What follows belongs to an exercise in optimizing a design on an open flow for small area and a short achievable clock period; a production flow would make more cautious choices.
The RTL of this run was laid out without a check of its function.
No activity file was given, so power comes from the tool's default toggle rates.

==> flow/design.v <==
module mult_top(
    input clk,
    input  [15:0] x,
    input  [15:0] y,
    output [31:0] p_out
    );
    wire [2:0] on0, tw0, ng0;
    genvar g;
    generate for (g = 0; g < 3; g = g + 1) begin : benc
        wire b2 = x[11+2*g], b1 = x[10+2*g], b0 = x[9+2*g];
        assign on0[g] = b1 ^ b0;
        assign tw0[g] = (b2 ^ b1) & ~(b1 ^ b0);
        assign ng0[g] = b2 & ~(b1 & b0);           
    end endgenerate
    wire sx0 = x[9];
    wire [9:0] ax = x[9:0] ^ {10{sx0}};
    wire l3 = ax[8], l2 = ax[7], l1 = ax[6], l0 = |ax[5:0];
    wire h80 = l3, h70 = ~l3 & l2, h60 = ~l3 & ~l2 & l1, h00 = ~l3 & ~l2 & ~l1 & l0;
    wire [8:0] x20 = {ax[8] & ~h80, ax[7] & ~h70, ax[6] & ~h60, ax[5:1], ax[0] & ~h00};
    wire ps = x[9] ^ y[15];
    wire [15:0] ya = y ^ {16{y[15]}};
    wire zy = ~(ya[14] | ya[13] | ya[12]);
    wire [9:0] xs = zy ? 10'd0 : ({1'b0, x20} ^ {10{ps}});
    wire [12:0] oa0 = ya[14] ? {xs[9], xs, 2'b0} : ya[13] ? {{2{xs[9]}}, xs, 1'b0} : {{3{xs[9]}}, xs};
    reg [15:0] y1; reg [2:0] on, tw, ng; reg sx, h8, h7, h6, h0; reg [12:0] oa1;
    always @(posedge clk) begin
        y1 <= y; on <= on0; tw <= tw0; ng <= ng0;
        sx <= sx0; h8 <= h80; h7 <= h70; h6 <= h60; h0 <= h00; oa1 <= oa0;
    end
    wire b0_0 = (y1[0]&on[0])^ng[0];
    wire b0_1 = ((y1[1]&on[0])|(y1[0]&tw[0]))^ng[0];
    wire b0_2 = ((y1[2]&on[0])|(y1[1]&tw[0]))^ng[0];
    wire b0_3 = ((y1[3]&on[0])|(y1[2]&tw[0]))^ng[0];
    wire b0_4 = ((y1[4]&on[0])|(y1[3]&tw[0]))^ng[0];
    wire b0_5 = ((y1[5]&on[0])|(y1[4]&tw[0]))^ng[0];
    wire b0_6 = ((y1[6]&on[0])|(y1[5]&tw[0]))^ng[0];
    wire b0_7 = ((y1[7]&on[0])|(y1[6]&tw[0]))^ng[0];
    wire b0_8 = ((y1[8]&on[0])|(y1[7]&tw[0]))^ng[0];
    wire b0_9 = ((y1[9]&on[0])|(y1[8]&tw[0]))^ng[0];
    wire b0_10 = ((y1[10]&on[0])|(y1[9]&tw[0]))^ng[0];
    wire b0_11 = ((y1[11]&on[0])|(y1[10]&tw[0]))^ng[0];
    wire b0_12 = ((y1[12]&on[0])|(y1[11]&tw[0]))^ng[0];
    wire b0_13 = ((y1[13]&on[0])|(y1[12]&tw[0]))^ng[0];
    wire b0_14 = ((y1[14]&on[0])|(y1[13]&tw[0]))^ng[0];
    wire b0_15 = ((y1[15]&on[0])|(y1[14]&tw[0]))^ng[0];
    wire b0_16 = ~((y1[15]^ng[0])&(on[0]|tw[0]));
    wire b1_0 = (y1[0]&on[1])^ng[1];
    wire b1_1 = ((y1[1]&on[1])|(y1[0]&tw[1]))^ng[1];
    wire b1_2 = ((y1[2]&on[1])|(y1[1]&tw[1]))^ng[1];
    wire b1_3 = ((y1[3]&on[1])|(y1[2]&tw[1]))^ng[1];
    wire b1_4 = ((y1[4]&on[1])|(y1[3]&tw[1]))^ng[1];
    wire b1_5 = ((y1[5]&on[1])|(y1[4]&tw[1]))^ng[1];
    wire b1_6 = ((y1[6]&on[1])|(y1[5]&tw[1]))^ng[1];
    wire b1_7 = ((y1[7]&on[1])|(y1[6]&tw[1]))^ng[1];
    wire b1_8 = ((y1[8]&on[1])|(y1[7]&tw[1]))^ng[1];
    wire b1_9 = ((y1[9]&on[1])|(y1[8]&tw[1]))^ng[1];
    wire b1_10 = ((y1[10]&on[1])|(y1[9]&tw[1]))^ng[1];
    wire b1_11 = ((y1[11]&on[1])|(y1[10]&tw[1]))^ng[1];
    wire b1_12 = ((y1[12]&on[1])|(y1[11]&tw[1]))^ng[1];
    wire b1_13 = ((y1[13]&on[1])|(y1[12]&tw[1]))^ng[1];
    wire b1_14 = ((y1[14]&on[1])|(y1[13]&tw[1]))^ng[1];
    wire b1_15 = ((y1[15]&on[1])|(y1[14]&tw[1]))^ng[1];
    wire b1_16 = ~((y1[15]^ng[1])&(on[1]|tw[1]));
    wire b2_0 = (y1[0]&on[2])^ng[2];
    wire b2_1 = ((y1[1]&on[2])|(y1[0]&tw[2]))^ng[2];
    wire b2_2 = ((y1[2]&on[2])|(y1[1]&tw[2]))^ng[2];
    wire b2_3 = ((y1[3]&on[2])|(y1[2]&tw[2]))^ng[2];
    wire b2_4 = ((y1[4]&on[2])|(y1[3]&tw[2]))^ng[2];
    wire b2_5 = ((y1[5]&on[2])|(y1[4]&tw[2]))^ng[2];
    wire b2_6 = ((y1[6]&on[2])|(y1[5]&tw[2]))^ng[2];
    wire b2_7 = ((y1[7]&on[2])|(y1[6]&tw[2]))^ng[2];
    wire b2_8 = ((y1[8]&on[2])|(y1[7]&tw[2]))^ng[2];
    wire b2_9 = ((y1[9]&on[2])|(y1[8]&tw[2]))^ng[2];
    wire b2_10 = ((y1[10]&on[2])|(y1[9]&tw[2]))^ng[2];
    wire b2_11 = ((y1[11]&on[2])|(y1[10]&tw[2]))^ng[2];
    wire b2_12 = ((y1[12]&on[2])|(y1[11]&tw[2]))^ng[2];
    wire b2_13 = ((y1[13]&on[2])|(y1[12]&tw[2]))^ng[2];
    wire b2_14 = ((y1[14]&on[2])|(y1[13]&tw[2]))^ng[2];
    wire b2_15 = ((y1[15]&on[2])|(y1[14]&tw[2]))^ng[2];
    wire b2_16 = ~((y1[15]^ng[2])&(on[2]|tw[2]));
    wire [15:0] ys = y1 ^ {16{sx}};
    wire [24:0] ob = ({25{h0}} & {{9{ys[15]}},ys}) | ({25{h6}} & {{3{ys[15]}},ys,6'b0}) | ({25{h7}} & {{2{ys[15]}},ys,7'b0}) | ({25{h8}} & {ys[15],ys,8'b0});
    wire ob24n = ~ob[24];
    wire oa12n = ~oa1[12];
    wire q1 = ng[1]^oa1[0];
    wire q2 = ng[1]&oa1[0];
    wire q3 = oa1[1]^b0_3;
    wire q4 = oa1[1]&b0_3;
    wire q5 = ng[2]^oa1[2]^b0_4;
    wire q6 = (ng[2]&oa1[2])|(ng[2]&b0_4)|(oa1[2]&b0_4);
    wire q7 = b1_2^b2_0;
    wire q8 = b1_2&b2_0;
    wire q9 = oa1[3]^b0_5^b1_3;
    wire q10 = (oa1[3]&b0_5)|(oa1[3]&b1_3)|(b0_5&b1_3);
    wire q11 = b2_1^ob[15];
    wire q12 = b2_1&ob[15];
    wire q13 = oa1[4]^b0_6^b1_4;
    wire q14 = (oa1[4]&b0_6)|(oa1[4]&b1_4)|(b0_6&b1_4);
    wire q15 = b2_2^ob[16];
    wire q16 = b2_2&ob[16];
    wire q17 = oa1[5]^b0_7^b1_5;
    wire q18 = (oa1[5]&b0_7)|(oa1[5]&b1_5)|(b0_7&b1_5);
    wire q19 = b2_3^ob[17];
    wire q20 = b2_3&ob[17];
    wire q21 = oa1[6]^b0_8^b1_6;
    wire q22 = (oa1[6]&b0_8)|(oa1[6]&b1_6)|(b0_8&b1_6);
    wire q23 = b2_4^ob[18];
    wire q24 = b2_4&ob[18];
    wire q25 = oa1[7]^b0_9^b1_7;
    wire q26 = (oa1[7]&b0_9)|(oa1[7]&b1_7)|(b0_9&b1_7);
    wire q27 = b2_5^ob[19];
    wire q28 = b2_5&ob[19];
    wire q29 = oa1[8]^b0_10^b1_8;
    wire q30 = (oa1[8]&b0_10)|(oa1[8]&b1_8)|(b0_10&b1_8);
    wire q31 = b2_6^ob[20];
    wire q32 = b2_6&ob[20];
    wire q33 = oa1[9]^b0_11^b1_9;
    wire q34 = (oa1[9]&b0_11)|(oa1[9]&b1_9)|(b0_11&b1_9);
    wire q35 = b2_7^ob[21];
    wire q36 = b2_7&ob[21];
    wire q37 = oa1[10]^b0_12^b1_10;
    wire q38 = (oa1[10]&b0_12)|(oa1[10]&b1_10)|(b0_12&b1_10);
    wire q39 = b2_8^ob[22];
    wire q40 = b2_8&ob[22];
    wire q41 = oa1[11]^b0_13^b1_11;
    wire q42 = (oa1[11]&b0_13)|(oa1[11]&b1_11)|(b0_13&b1_11);
    wire q43 = b2_9^ob[23];
    wire q44 = b2_9&ob[23];
    wire q45 = oa12n^b0_14^b1_12;
    wire q46 = (oa12n&b0_14)|(oa12n&b1_12)|(b0_14&b1_12);
    wire q47 = b2_10^ob24n;
    wire q48 = b2_10&ob24n;
    wire q49 = 1'b1^b0_15^b1_13;
    wire q50 = (1'b1&b0_15)|(1'b1&b1_13)|(b0_15&b1_13);
    wire q51 = q1^b0_2;
    wire q52 = q1&b0_2;
    wire q53 = q2^b1_1^ob[13];
    wire q54 = (q2&b1_1)|(q2&ob[13])|(b1_1&ob[13]);
    wire q55 = ob[14]^q4^q7;
    wire q56 = (ob[14]&q4)|(ob[14]&q7)|(q4&q7);
    wire q57 = q8^q6^q9;
    wire q58 = (q8&q6)|(q8&q9)|(q6&q9);
    wire q59 = q10^q13^q12;
    wire q60 = (q10&q13)|(q10&q12)|(q13&q12);
    wire q61 = q14^q17^q16;
    wire q62 = (q14&q17)|(q14&q16)|(q17&q16);
    wire q63 = q18^q21^q20;
    wire q64 = (q18&q21)|(q18&q20)|(q21&q20);
    wire q65 = q22^q25^q24;
    wire q66 = (q22&q25)|(q22&q24)|(q25&q24);
    wire q67 = q26^q29^q28;
    wire q68 = (q26&q29)|(q26&q28)|(q29&q28);
    wire q69 = q30^q33^q32;
    wire q70 = (q30&q33)|(q30&q32)|(q33&q32);
    wire q71 = q34^q37^q36;
    wire q72 = (q34&q37)|(q34&q36)|(q37&q36);
    wire q73 = q38^q41^q40;
    wire q74 = (q38&q41)|(q38&q40)|(q41&q40);
    wire q75 = q42^q45^q44;
    wire q76 = (q42&q45)|(q42&q44)|(q45&q44);
    wire q77 = b2_11^q46^q49;
    wire q78 = (b2_11&q46)|(b2_11&q49)|(q46&q49);
    wire q79 = b0_16^b1_14^b2_12;
    wire q80 = (b0_16&b1_14)|(b0_16&b2_12)|(b1_14&b2_12);
    wire q81 = 1'b1^b1_15;
    wire q82 = 1'b1&b1_15;
    wire q83 = ng[0]^b0_0;
    wire q84 = ng[0]&b0_0;
    wire q85 = b0_1^ob[11];
    wire q86 = b0_1&ob[11];
    wire q87 = b1_0^ob[12]^q51;
    wire q88 = (b1_0&ob[12])|(b1_0&q51)|(ob[12]&q51);
    wire q89 = q52^q3^q53;
    wire q90 = (q52&q3)|(q52&q53)|(q3&q53);
    wire q91 = q5^q54^q55;
    wire q92 = (q5&q54)|(q5&q55)|(q54&q55);
    wire q93 = q11^q56^q57;
    wire q94 = (q11&q56)|(q11&q57)|(q56&q57);
    wire q95 = q15^q58^q59;
    wire q96 = (q15&q58)|(q15&q59)|(q58&q59);
    wire q97 = q19^q60^q61;
    wire q98 = (q19&q60)|(q19&q61)|(q60&q61);
    wire q99 = q23^q62^q63;
    wire q100 = (q23&q62)|(q23&q63)|(q62&q63);
    wire q101 = q27^q64^q65;
    wire q102 = (q27&q64)|(q27&q65)|(q64&q65);
    wire q103 = q31^q66^q67;
    wire q104 = (q31&q66)|(q31&q67)|(q66&q67);
    wire q105 = q35^q68^q69;
    wire q106 = (q35&q68)|(q35&q69)|(q68&q69);
    wire q107 = q39^q70^q71;
    wire q108 = (q39&q70)|(q39&q71)|(q70&q71);
    wire q109 = q43^q72^q73;
    wire q110 = (q43&q72)|(q43&q73)|(q72&q73);
    wire q111 = q47^q74^q75;
    wire q112 = (q47&q74)|(q47&q75)|(q74&q75);
    wire q113 = q48^q77^q76;
    wire q114 = (q48&q77)|(q48&q76)|(q77&q76);
    wire q115 = q50^q79^q78;
    wire q116 = (q50&q79)|(q50&q78)|(q79&q78);
    wire q117 = b2_13^q81^q80;
    wire q118 = (b2_13&q81)|(b2_13&q80)|(q81&q80);
    wire q119 = b1_16^b2_14^q82;
    wire q120 = (b1_16&b2_14)|(b1_16&q82)|(b2_14&q82);
    wire q121 = 1'b1^b2_15;
    wire q122 = 1'b1&b2_15;
    wire [31:0] ra = {1'b1,b2_16,q121,q119,q117,q115,q113,q111,q109,q107,q105,q103,q101,q99,q97,q95,q93,q91,q89,q87,q85,q83,ob[9],ob[8],ob[7],ob[6],ob[5],ob[4],ob[3],ob[2],ob[1],ob[0]};
    wire [31:0] rb = {1'b0,q122,q120,q118,q116,q114,q112,q110,q108,q106,q104,q102,q100,q98,q96,q94,q92,q90,q88,q86,q84,ob[10],1'b0,1'b0,1'b0,1'b0,1'b0,1'b0,1'b0,1'b0,1'b0,1'b0};
    wire [14:0] lo = ra[13:0] + rb[13:0];
    wire [17:0] gg = ra[31:14] & rb[31:14];    
    wire [17:0] pp = ra[31:14] ^ rb[31:14];    
    reg [13:0] r2lo; reg r2c; reg [17:0] r2g, r2p;
    always @(posedge clk) begin
        r2lo <= lo[13:0]; r2c <= lo[14]; r2g <= gg; r2p <= pp;
    end
    wire [17:0] cy;
    ks18 pfx(.g({r2g[16:0], r2c}), .p({r2p[16:0], 1'b0}), .c(cy));
    assign p_out = {r2p ^ cy, r2lo};
endmodule
module ks18(input [17:0] g, input [17:0] p, output [17:0] c);
    wire [17:0] gl [0:5];
    wire [17:0] pl [0:5];
    assign gl[0] = g;
    assign pl[0] = p;
    genvar l, i;
    generate for (l = 0; l < 5; l = l + 1) begin : lv
        for (i = 0; i < 18; i = i + 1) begin : bt
            if (i >= (1 << l)) begin : op
                assign gl[l+1][i] = gl[l][i] | (pl[l][i] & gl[l][i - (1 << l)]);
                assign pl[l+1][i] = pl[l][i] & pl[l][i - (1 << l)];
            end else begin : pass
                assign gl[l+1][i] = gl[l][i];
                assign pl[l+1][i] = pl[l][i];
            end
        end
    end endgenerate
    assign c = gl[5];
endmodule
==> flow/flow/run.sh <==
#!/bin/bash
# The standard layout; the only change is the port buffer cell (buf_1 instead of the default).
set -euo pipefail
export BUFFER_PORTS_ARGS="-buffer_cell sky130_fd_sc_hd__buf_1"
bash standard.sh > standard.log 2>&1
==> flow/standard.sh <==
#!/bin/bash
# synth_recipe.tcl (not shown) runs the flow's synth.tcl, then flattens the netlist and writes it again
# the make line also repeats each setting of config.mk as NAME=value (left out here)
make -C /OpenROAD-flow-scripts/flow DESIGN_CONFIG=/design/flow/config.mk WORK_HOME=/design/flow/orfs CLKGATE_MAP_FILE= SYNTH_SCRIPT=/design/flow/synth_recipe.tcl "${@:-finish}"
==> flow/config.mk <==
export PLATFORM = sky130hd
export DESIGN_NAME = mult_top
export DESIGN_NICKNAME = mult_top
export VERILOG_FILES = /design/flow/design.v
export SDC_FILE = /design/flow/constraint.sdc
export NUM_CORES = 4
export LEC_CHECK = 0
export CAP_MARGIN = 20
export CORE_MARGIN = 2
export CORE_UTILIZATION = 60
export SETUP_SLACK_MARGIN = 1.75
export SLEW_MARGIN = 20
==> flow/constraint.sdc <==
create_clock -name core_clock -period 5.0 [get_ports {clk}]
set_input_delay 1.0000 -clock core_clock [delete_from_list [all_inputs] [get_ports {clk}]]
set_output_delay 1.0000 -clock core_clock [all_outputs]
set_load 0.01 [all_outputs]
==> metrics.cfg <==
[synth]
synthDominantCellAreaShare_pct=27.62
synth.yosys.warnings=2
syn-mean-instance-area_um2=9.320
ys_ff_latch=90
synth-edff-count=0
synthTopCellsByArea=dfxtp_1 28%, fa_1 13%, ha_1 8.1%, xnor2_1 7.7%, a22oi_1 6.2%
synth.largest_area_cell=dfxtp_1
yosysUniqueCellTypes=59
syn-num-nets=818
seq_area_frac_synth_pct=27.62
syn-instance-count=700
syn_area_mm2=0.006524
synthFlopType=dfxtp_1
synth_async_sr_flop_share_pct=0

[floorplanning]
die-area_mm2=0.01172
die_y_um=108.3
core.rowCount=38
die_w_um=108.3
initial_core_util_pct=60.71
ioPinCount=65
core-area_mm2=0.01075

[grt]
grt_first_pass_wirelength_um=23160
grt_overflow=0
grt_pass1_vias=4679
grt_max_degree=35
grt.total_usage_pct=25.52
antenna_found_initial=0

[pwr]
total_leakage_power_nw=2.969
power.density_mw_per_mm2=492.2
max-vdd-ir-drop_uv=364.6

[cts]
cts_buffer_depth=2
cts_hold_buffers=0
cts_buffers=9
cts_tree=built
h-tree-depth=3
clk_pin_slew_ps=100
cts.sinks=90
clk_latency_ps=370
cts_root_buf=clkbuf_8

[routing]
drc=0
via_per_inst=6.021
wl_um=14720
wl_per_cell_um=17.06
vias=5196
antenna_left=0
met2WireLength_um=7277
maxUsedRoutingLayer=met4
drt-initial-drc-count=463
met3_length_um=725
wl_met1_um=6474
first_pass_iters=5

[worst_setup_path]
worstSetupPathType=flip-flop to primary output
cp.buffers_inverters=2
cp_cell_sequence=ha_1, o211ai_1, a21oi_2, o2111ai_2, nand3b_1, buf_4, xor2_1, buf_1
cp_data_required_time_ps=4000
cpPeakStageDelay_ps=350
cp.arrival_ps=2210
cp-end-kind=primary output
path_max_fanout=3
critical-path-top-delay-family=compound AO/OA/AOI/OAI gates
crit_slowest_cell=dfxtp_2
cp-start-kind=flip-flop

[placement]
port_buffers=64
dpl.hpwl_um=11380
place.gp.congestion=0.9073

[layout]
area_growth_pct=6.905
fin_nets=836
final_cell_mix=80 x inv_1, 80 x dfxtp_1, 62 x buf_1
final_core_util_pct=64.90
fillCellCount=916
drive_gt1_share_pct=7.607
diodes=0

[sta]
holdWs_ps=711.0
finalSetupViolations=0
rsz0062_at_grt=yes
final.setup_skew_ps=15.26
fin_crit_ps=3205
tightest_slew_ps=953.3
clock.fmax_ghz=0.3120
slew_headroom_pct=36.45
tns_ps=0
period_share_pct=64.11
finalHoldViolCount=0
slew_viol_final=0

[run_status]
outcome=complete, no violations

[hold_path]
hold_path.class=input port to flip-flop

[flow_run]
cap_violations=0

[logic make-up (layout without fill, tap and decap cells)]
kind of cell / Yosys count / count (layout) / share of synthesized area, %
flip-flops: 90 / 90 / 27.62
adder cells (fa/ha/maj): 86 / 86 / 21.40
XOR/XNOR: 90 / 90 / 12.08
multiplexers: 4 / 4 / 0.6138
AO/OA/AOI/OAI: 198 / 198 / 23.09
AND/OR/NAND/NOR: 88 / 88 / 6.636
buffers and inverters: 144 / 167 / 8.554
[layout make-up]
type                    count  area (µm²)  share of cell area (%)
flip-flops and latches     90        1817                   26.05
well taps                 140       175.2                   2.512
clock buffers              10       137.6                   1.973
clock inverters             6       76.32                   1.094
inverters                  82       307.8                   4.413
repair buffers             69       280.3                   4.019
multi-input cells         466        4180                   59.94
[worst register-to-register path: stages, from the launching register on]
cell and delay, ps:
dfxtp_1 700, a22oi_1 220, xnor2_1 240, fa_1 470
fa_1 510, inv_1 50, fa_1 470, inv_1 40
ha_1 280
[through the flow]
stage / instances / worst slack, ps / total power [mW] / area [µm²]
2_1_floorplan: 700 / 1958 / 2.444 / 6524
3_3_place_gp: 845 / 1629 / 2.825 / 6711
3_5_place_dp: 845 / 1586 / 2.918 / 6711
4_1_cts: 862 / 1741 / 3.455 / 6948
5_1_grt: 863 / 1691 / 3.793 / 6974
6_report: 863 / 1795 / 3.433 / 6974
[timing repair]
item,4_1_cts,5_1_grt
pin swaps,3,6
endpoints found under the hold margin,0,0
setup endpoints to repair,19,15
gates resized for setup,6,11
setup buffers,1,1
[worst paths after layout]
kind                            slack, ps  startpoint  depth (start not counted)   endpoint
worst min-delay path                  710        y[3]                          1      y1[3]
worst max register to register       1920       y1[9]                          8     r2p[5]
worst min register to register        770          h6                          2    r2lo[9]
worst max-delay path                 1790         r2c                          8  p_out[27]
[synthesized netlist by cell type, drive strengths merged (2+ instances only)]
| cell | count |
|---|---|
| a221o | 13 |
| nor3b | 2 |
| o21a | 2 |
| a211oi | 2 |
| or3 | 3 |
| inv | 82 |
| nand2 | 24 |
| o311ai | 3 |
| nor3 | 3 |
| xnor2 | 57 |
| clkbuf | 47 |
| mux2i | 4 |
| a22oi | 54 |
| o221ai | 9 |
| and2 | 9 |
| o22ai | 4 |
| o221a | 12 |
| nand4 | 2 |
| nand2b | 4 |
| nor2 | 22 |
| nand3 | 7 |
| dfxtp | 90 |
| buf | 15 |
| nand3b | 2 |
| o31ai | 2 |
| or2 | 2 |
| a222oi | 2 |
| ha | 42 |
| xor2 | 33 |
| a21o | 12 |
| nor2b | 6 |
| o211ai | 3 |
| a31oi | 3 |
| o21ai | 28 |
| fa | 43 |
| a221oi | 15 |
| a21oi | 24 |
[registers in the layout, indices dropped and copies added (netlist names), 3 cells and up]
| name | flops |
|---|---|
| r2lo | 14 |
| oa1 | 11 |
| on | 3 |
| ng | 3 |
| tw | 3 |
| r2p | 17 |
| r2g | 17 |
| y1 | 16 |
[routing by layer]
layer  vias up  global-route usage [%]
met2       179                   44.38
li1       2477                       -
met5         -                       0
met1      2522                   32.80
met4         0                   7.234
met3        18                   4.280
[report_power, final]
group	internal [mW]	switching (mW)	total, mW
sequential	0.923	0.258	1.18
clock	0.254	0.272	0.526
combinational	0.782	0.945	1.73

==> afterwards: timing with drivers on the ports <==
The results above use ideal ports. As a check the final layout listed here was re-extracted and re-timed, cells and wires unchanged. Step 1: set_driving_cell puts a clkbuf_16 on clk and a buf_2 on each other input, an assumption about the parent block. Step 2 adds t to the input delays and takes it off the output delays; t is the mean of the earliest and latest rising clock arrival at the registers after step 1. Input paths then give back, and output paths get back, about the clock's delay inside the block. a / b / c = ideal ports / drivers / drivers and shift; a / b = the first two.
t (ns): 0.398
setup WS [ns]: 1.795 / 1.759 / 1.919
slew at the worst register clock pin (ns): 0.10 / 0.10
worst slew at a driven data input, ns: 0.04
After both steps setup and hold are still met in this run. The setup slack of this run moves by -0.036 ns with the drivers and by +0.124 ns with both steps.
